From an optimization exercise on the open Yosys and OpenROAD flow, aimed at small area and a short achievable clock period; shortcuts taken in it are not production practice.
At most, simulation tests tie the RTL to the original design; equivalence was not proved.

==> flow/design.v <==
module nr_step (
	input  [15:0] R,
	input         neg,
	input         pos,
	input  [15:0] D,
	output [16:0] Rn
);
	wire [16:0] a = {R, 1'b0};
	wire [16:0] b;
	genvar j, l;
	generate
		for (j = 0; j <= 16; j = j + 1) begin : op
			if (j < 8) begin : lo
				assign b[j] = D[j] ^ pos;
			end else if (j < 16) begin : hi
				assign b[j] = ~(D[j] ^ neg);
			end else begin : top
				assign b[j] = ~neg;
			end
		end
	endgenerate
	wire [15:0] p, g;
	assign p[0] = 1'b0;
	assign g[0] = pos & ~D[0];
	generate
		for (j = 1; j < 16; j = j + 1) begin : pg
			if (j < 8) begin : plo
				assign p[j] = (a[j] ^ D[j]) ^ pos;
			end else begin : phi
				assign p[j] = ~((a[j] ^ D[j]) ^ neg);
			end
			assign g[j] = a[j] & b[j];
		end
	endgenerate
	wire [15:0] G [0:4];
	wire [15:0] P [0:4];
	assign G[0] = g;
	assign P[0] = p;
	generate
		for (l = 0; l < 4; l = l + 1) begin : lvl
			for (j = 0; j < 16; j = j + 1) begin : node
				if ((j >> l) % 2 == 1) begin : comb
					assign G[l+1][j] = G[l][j] | (P[l][j] & G[l][((j >> l) << l) - 1]);
					assign P[l+1][j] = P[l][j] & P[l][((j >> l) << l) - 1];
				end else begin : pass
					assign G[l+1][j] = G[l][j];
					assign P[l+1][j] = P[l][j];
				end
			end
		end
	endgenerate
	assign Rn[0] = D[0];
	generate
		for (j = 1; j <= 16; j = j + 1) begin : sum
			assign Rn[j] = a[j] ^ b[j] ^ G[4][j-1];
		end
	endgenerate
endmodule
module div_non_restore_pip #(parameter N = 16) (
	input          clk,
	input  [N-1:0] dividend,
	input  [N-1:0] divisor,
	output [N-1:0] quotient
);
	reg [N-1:0] R0, D0;
	reg [N:0]   R  [1:N-1];
	reg         QB [1:N-1];
	reg [N-1:0] D  [1:N-1];
	reg [N-1:0] Q  [1:N-1];
	reg [N-1:0] QO, QF;
	always @(posedge clk) begin
		R0 <= dividend;
		D0 <= divisor;
	end
	wire [N:0] r1;
	nr_step u_first (.R(R0), .neg(1'b0), .pos(1'b1), .D(D0), .Rn(r1));
	always @(posedge clk) begin
		R[1]  <= r1;
		QB[1] <= ~r1[N];
		D[1]  <= D0;
		Q[1]  <= {N{1'b0}};
	end
	genvar s;
	generate
		for (s = 2; s <= N; s = s + 1) begin : stage
			wire [N:0] rn;
			nr_step u_step (.R(R[s-1][N-1:0]), .neg(R[s-1][N]), .pos(QB[s-1]),
			                .D(D[s-1]), .Rn(rn));
			if (s < N) begin : mid
				always @(posedge clk) begin
					R[s]  <= rn;
					QB[s] <= ~rn[N];
					D[s]  <= D[s-1];
					Q[s]  <= {Q[s-1][N-2:0], QB[s-1]};
				end
			end else begin : last
				always @(posedge clk) begin
					QO <= {Q[N-1][N-3:0], QB[N-1], ~rn[N]};
					QF <= QO;
				end
			end
		end
	endgenerate
	assign quotient = QF;
endmodule
clock: 4.5 ns
lec_check: 0
cap_margin: 20
core_margin: 2
core_utilization: 55
cts_buf_list: sky130_fd_sc_hd__clkbuf_16
cts_cluster_diameter: 80
cts_cluster_size: 30
gpl_routability_driven: 0
place_density: 0.7
setup_slack_margin: 2.25
slew_margin: 20
tns_end_percent: 50
standard.sh (not shown) runs the stock make flow with config.mk's settings and CLKGATE_MAP_FILE= SYNTH_SCRIPT=/design/flow/synth_recipe.tcl, a recipe that flattens the netlist after the stock synthesis.
==> flow/flow/run.sh <==
#!/bin/bash
# Own flow: the standard layout, with the synthesis's final ABC mapping
# run from flow/abc.script (delay-oriented) instead of ORFS's abc_speed.script,
# and the port buffers made with buf_2 cells.
# flow/make_args, if present, holds extra make variable settings.
set -euo pipefail
W=$(pwd)
export MY_ABC_SCRIPT=$W/flow/abc.script
export MY_ABC_D=${MY_ABC_D:-1000}
export BUFFER_PORTS_ARGS="-buffer_cell sky130_fd_sc_hd__buf_2"
EXTRA=()
if [[ -f flow/make_args ]]; then read -r -a EXTRA < flow/make_args; fi
cat flow/abc_override.tcl synth_recipe.tcl > my_synth.tcl
sed "s#SYNTH_SCRIPT=[^ ]*#SYNTH_SCRIPT=$W/my_synth.tcl#" standard.sh > my_standard.sh
bash my_standard.sh "${EXTRA[@]}" finish > flow.log 2>&1
==> flow/flow/abc.script <==
&get -n
&st
&dch
&nf -p
&put
buffer -p
upsize {D}
dnsize {D}
==> flow/flow/abc_override.tcl <==
# Use our own ABC script and delay target for the final technology mapping
# (the generic abc inside yosys synth is unchanged).
proc abc {args} {
  set here [file dirname [file normalize [info script]]]
  set i [lsearch $args -script]
  if {$i >= 0} { lset args [expr {$i+1}] $::env(MY_ABC_SCRIPT) }
  set i [lsearch $args -D]
  if {$i >= 0} { lset args [expr {$i+1}] $::env(MY_ABC_D) } else { lappend args -D $::env(MY_ABC_D) }
  puts "abc (own script): $args"
  yosys abc {*}$args
}
==> flow/flow/make_args <==
ADDER_MAP_FILE=
The starting point finished clean.
Next try:
--- a/flow/config.mk
+++ b/flow/config.mk
@@ -15,2 +15,2 @@
-export PLACE_DENSITY = 0.7
-export SETUP_SLACK_MARGIN = 2.25
+export PLACE_DENSITY = 0.75
+export SETUP_SLACK_MARGIN = 2.4
=> Via count rose by a few percent. Non-clock buffer count rose by 105. Die area does not change. Cell area goes up by a little under a tenth. Routed wire length went up by roughly a tenth.
Next try:
--- a/flow/config.mk
+++ b/flow/config.mk
@@ -14 +13,0 @@
-export GPL_ROUTABILITY_DRIVEN = 0
@@ -16 +15 @@
-export SETUP_SLACK_MARGIN = 2.4
+export SETUP_SLACK_MARGIN = 2.3
@@ -18 +16,0 @@
-export TNS_END_PERCENT = 50
- utilization shrinks by 2.5 points
- setup slack improved by 0.0045 ns
- final area goes down by a few percent
- via count fell by a few percent
- wire length drops by a few percent
- non-clock buffer count shrinks by 82
- clock skew came out lower by 0.0045 ns
Next try:
--- a/flow/config.mk
+++ b/flow/config.mk
@@ -13,0 +14 @@
+export GPL_ROUTABILITY_DRIVEN = 0
@@ -15 +16 @@
-export SETUP_SLACK_MARGIN = 2.3
+export SETUP_SLACK_MARGIN = 2.25
@@ -16,0 +18 @@
+export TNS_END_PERCENT = 50
What happened: Final area came out lower by 3.1%. Count of clock-buffer cells in the layout falls by 2. Critical path depth is unchanged. Non-clock buffer count came out lower by 15. First-iteration DRC count is higher by 30%. Worst setup slack is worse by 0.0047 ns. Cell count decreases by 0.78%.

* * *

RTL: the design.v shown in full above, as it stands there.
==> flow/config.mk <==
export PLATFORM = sky130hd
export DESIGN_NAME = div_non_restore_pip
export DESIGN_NICKNAME = div_non_restore_pip
export VERILOG_FILES = /design/flow/design.v
export SDC_FILE = /design/flow/constraint.sdc
export NUM_CORES = 4
export LEC_CHECK = 0
export CAP_MARGIN = 20
export CORE_MARGIN = 2
export CORE_UTILIZATION = 55
export CTS_BUF_LIST = sky130_fd_sc_hd__clkbuf_16
export CTS_CLUSTER_DIAMETER = 80
export CTS_CLUSTER_SIZE = 30
export GPL_ROUTABILITY_DRIVEN = 0
export PLACE_DENSITY = 0.75
export SETUP_SLACK_MARGIN = 2.2
export SLEW_MARGIN = 20
export TNS_END_PERCENT = 50
==> flow/constraint.sdc <==
create_clock -name core_clock -period 4.5 [get_ports {clk}]
set_input_delay 0.9000 -clock core_clock [delete_from_list [all_inputs] [get_ports {clk}]]
set_output_delay 0.9000 -clock core_clock [all_outputs]
set_load 0.01 [all_outputs]
Scripts as last shown in full above: flow/flow/run.sh, flow/flow/abc.script, flow/flow/abc_override.tcl, flow/flow/make_args
The baseline completed with no timing, DRC or antenna violations.
Rerun with:
- SETUP_SLACK_MARGIN: 2.2 -> 2.3
The changed run finished with timing, DRC and antenna clean.
Routed wire length increases by roughly a tenth.
Utilization is higher by 2.2 points.
Design area went up by a few percent.
Worst setup slack improved by 0.091 ns.
Synthesized area is unchanged.
Critical path depth does not change.
Sequential cell count does not change.

* * *

## sierra
div_non_restore_pip, a different RTL version from the one above (not shown whole).
Size in the first run: ~2900 cells after synthesis, roughly 660 flip-flops, about 0.029 mm2 of cells after synthesis.
==> flow/design.v (excerpt) <==
module div_non_restore_pip #(parameter N = 16) (
	input          clk,
	input  [N-1:0] dividend,
	input  [N-1:0] divisor,
	output [N-1:0] quotient
);
	localparam H = N / 2;
	reg [N-1:0] R0, D0;
	reg [N:0]   R  [1:N-1];
	reg         QB [1:N-1];
	reg [N-1:0] D  [1:N-1];
	reg [N-1:0] Q  [1:N-1];
	reg [N-1:0] QO, QF;
	always @(posedge clk) begin
		R0 <= dividend;
		D0 <= divisor;
	end
	wire [N:0] r1 = {R0, 1'b0} - {1'b0, D0};
	always @(posedge clk) begin
		R[1]  <= {r1[N:1], D0[0]};
		QB[1] <= ~r1[N];
		D[1]  <= D0;
		Q[1]  <= {N{1'b0}};
	end
	genvar s, j;
	generate
		for (s = 2; s <= N; s = s + 1) begin : stage
			wire        neg = R[s-1][N];
			wire        pos = QB[s-1];
			wire [N:0]  b;
			for (j = 0; j <= N; j = j + 1) begin : op
				wire dj = (j < N) ? D[s-1][j] : 1'b0;
				if (j < H) begin : lo
					assign b[j] = dj ^ pos;
				end else begin : hi
					assign b[j] = ~(dj ^ neg);
				end
			end
			wire [N:0] rn = {R[s-1][N-1:0], 1'b0} + b + {{N{1'b0}}, pos};
			if (s < N) begin : mid
				always @(posedge clk) begin
					R[s]  <= {rn[N:1], D[s-1][0]};
					QB[s] <= ~rn[N];
					D[s]  <= D[s-1];
					Q[s]  <= {Q[s-1][N-2:0], pos};
				end
			end else begin : last
				always @(posedge clk) begin
					QO <= {Q[N-1][N-3:0], pos, ~rn[N]};
					QF <= QO;
				end
			end
		end
	endgenerate
	assign quotient = QF;
endmodule
export LEC_CHECK = 0
export CAP_MARGIN = 20
export CORE_MARGIN = 2
export CORE_UTILIZATION = 55
export CTS_BUF_LIST = sky130_fd_sc_hd__clkbuf_16
export CTS_CLUSTER_DIAMETER = 80
export CTS_CLUSTER_SIZE = 30
export PLACE_DENSITY = 0.75
export SETUP_SLACK_MARGIN = 2.3
export SLEW_MARGIN = 20
create_clock -name core_clock -period 4.5 [get_ports {clk}]
==> flow/flow/run.sh <==
#!/bin/bash
# Own flow: the standard layout, with the synthesis's final ABC mapping
# run from flow/abc.script (delay-oriented) instead of ORFS's abc_speed.script.
# flow/make_args, if present, holds extra make variable settings.
set -euo pipefail
W=$(pwd)
export MY_ABC_SCRIPT=$W/flow/abc.script
export MY_ABC_D=${MY_ABC_D:-1000}
EXTRA=()
if [[ -f flow/make_args ]]; then read -r -a EXTRA < flow/make_args; fi
cat flow/abc_override.tcl synth_recipe.tcl > my_synth.tcl
sed "s#SYNTH_SCRIPT=[^ ]*#SYNTH_SCRIPT=$W/my_synth.tcl#" standard.sh > my_standard.sh
bash my_standard.sh "${EXTRA[@]}" finish > flow.log 2>&1
==> flow/flow/abc.script <==
&get -n
&st
&nf -p
&put
buffer -p
upsize {D}
dnsize {D}
Scripts as last shown in full above: flow/flow/abc_override.tcl, flow/flow/make_args
Here is what was changed in the inputs of willow compared with sierra.
==> flow/flow/run.sh <==
#!/bin/bash
# Own flow: the standard layout, with the synthesis's final ABC mapping
# run from flow/abc.script (delay-oriented) instead of ORFS's abc_speed.script.
# flow/make_args, if present, holds extra make variable settings; @W@ in it
# stands for this work folder.
set -euo pipefail
W=$(pwd)
export MY_ABC_SCRIPT=$W/flow/abc.script
export MY_ABC_D=${MY_ABC_D:-1000}
EXTRA=()
if [[ -f flow/make_args ]]; then read -r -a EXTRA < <(sed "s#@W@#$W#g" flow/make_args); fi
cat flow/abc_override.tcl synth_recipe.tcl > my_synth.tcl
sed "s#SYNTH_SCRIPT=[^ ]*#SYNTH_SCRIPT=$W/my_synth.tcl#" standard.sh > my_standard.sh
bash my_standard.sh "${EXTRA[@]}" finish > flow.log 2>&1
-- flow/flow/abc.script --
<<< sierra, line 2
&st
&nf -p
>>> willow, line 2
&st
&dch
&nf -p
==> flow/flow/io.tcl (new file) <==
# Keep the operand pins together, bit by bit, so the first stage's
# registers and logic sit close; keep the result pins together too.
set_io_pin_constraint -pin_names {dividend[15] divisor[15] dividend[14] divisor[14] dividend[13] divisor[13] dividend[12] divisor[12] dividend[11] divisor[11] dividend[10] divisor[10] dividend[9] divisor[9] dividend[8] divisor[8] dividend[7] divisor[7] dividend[6] divisor[6] dividend[5] divisor[5] dividend[4] divisor[4] dividend[3] divisor[3] dividend[2] divisor[2] dividend[1] divisor[1] dividend[0] divisor[0]} -region bottom:* -group -order
set_io_pin_constraint -pin_names {quotient[15] quotient[14] quotient[13] quotient[12] quotient[11] quotient[10] quotient[9] quotient[8] quotient[7] quotient[6] quotient[5] quotient[4] quotient[3] quotient[2] quotient[1] quotient[0]} -region top:* -group -order
==> flow/flow/make_args <==
ADDER_MAP_FILE= IO_CONSTRAINTS=@W@/flow/io.tcl
[summary]
- QB[14]$_DFF_P_ as the critical path startpoint was reported by willow, and QB[10]$_DFF_P_ by sierra.
- Diff sierra -> willow: fraction of area in registers dropped 1.7 points, utilization after layout climbed 1.2 points.
- On cell area, sierra beats willow.
- Every run in the comparison, sierra and willow, completed the flow with a clean layout.
No functional check of the RTL was part of any run of this note.

[port drivers added, routing unchanged]
No port has a modelled driver above. Below, the same layouts with a new extraction and two added sets of constraints.
Step 1, drivers: a clkbuf_16 drives clk and a buf_2 each remaining input, both assumed.
Step 2 times the ports against the registers' clock, not the clock port: input delays grow and output delays shrink by t, the midpoint of the rising clock arrivals with the driver on.
a / b / c = ideal ports / drivers / drivers and shift; a / b = the first two.
run	t, ns	setup WS [ns]	latest minus earliest clock arrival (ns)
the first run of note 1	0.657	2.129 / 2.129 / 2.129	0.039 / 0.039
the second run of note 1	0.668	2.219 / 2.219 / 2.219	0.045 / 0.045
the third run of note 1	0.672	2.224 / 2.224 / 2.224	0.039 / 0.040
the fourth run of note 1	0.654	2.219 / 2.219 / 2.219	0.031 / 0.030
the first run of note 2	0.657	2.164 / 2.164 / 2.164	0.029 / 0.029
the second run of note 2	0.663	2.255 / 2.255 / 2.255	0.020 / 0.020
sierra	0.687	2.284 / 2.284 / 2.284	0.030 / 0.030
willow	0.635	2.285 / 2.285 / 2.285	0.034 / 0.034
After both steps every run listed still meets setup and hold.
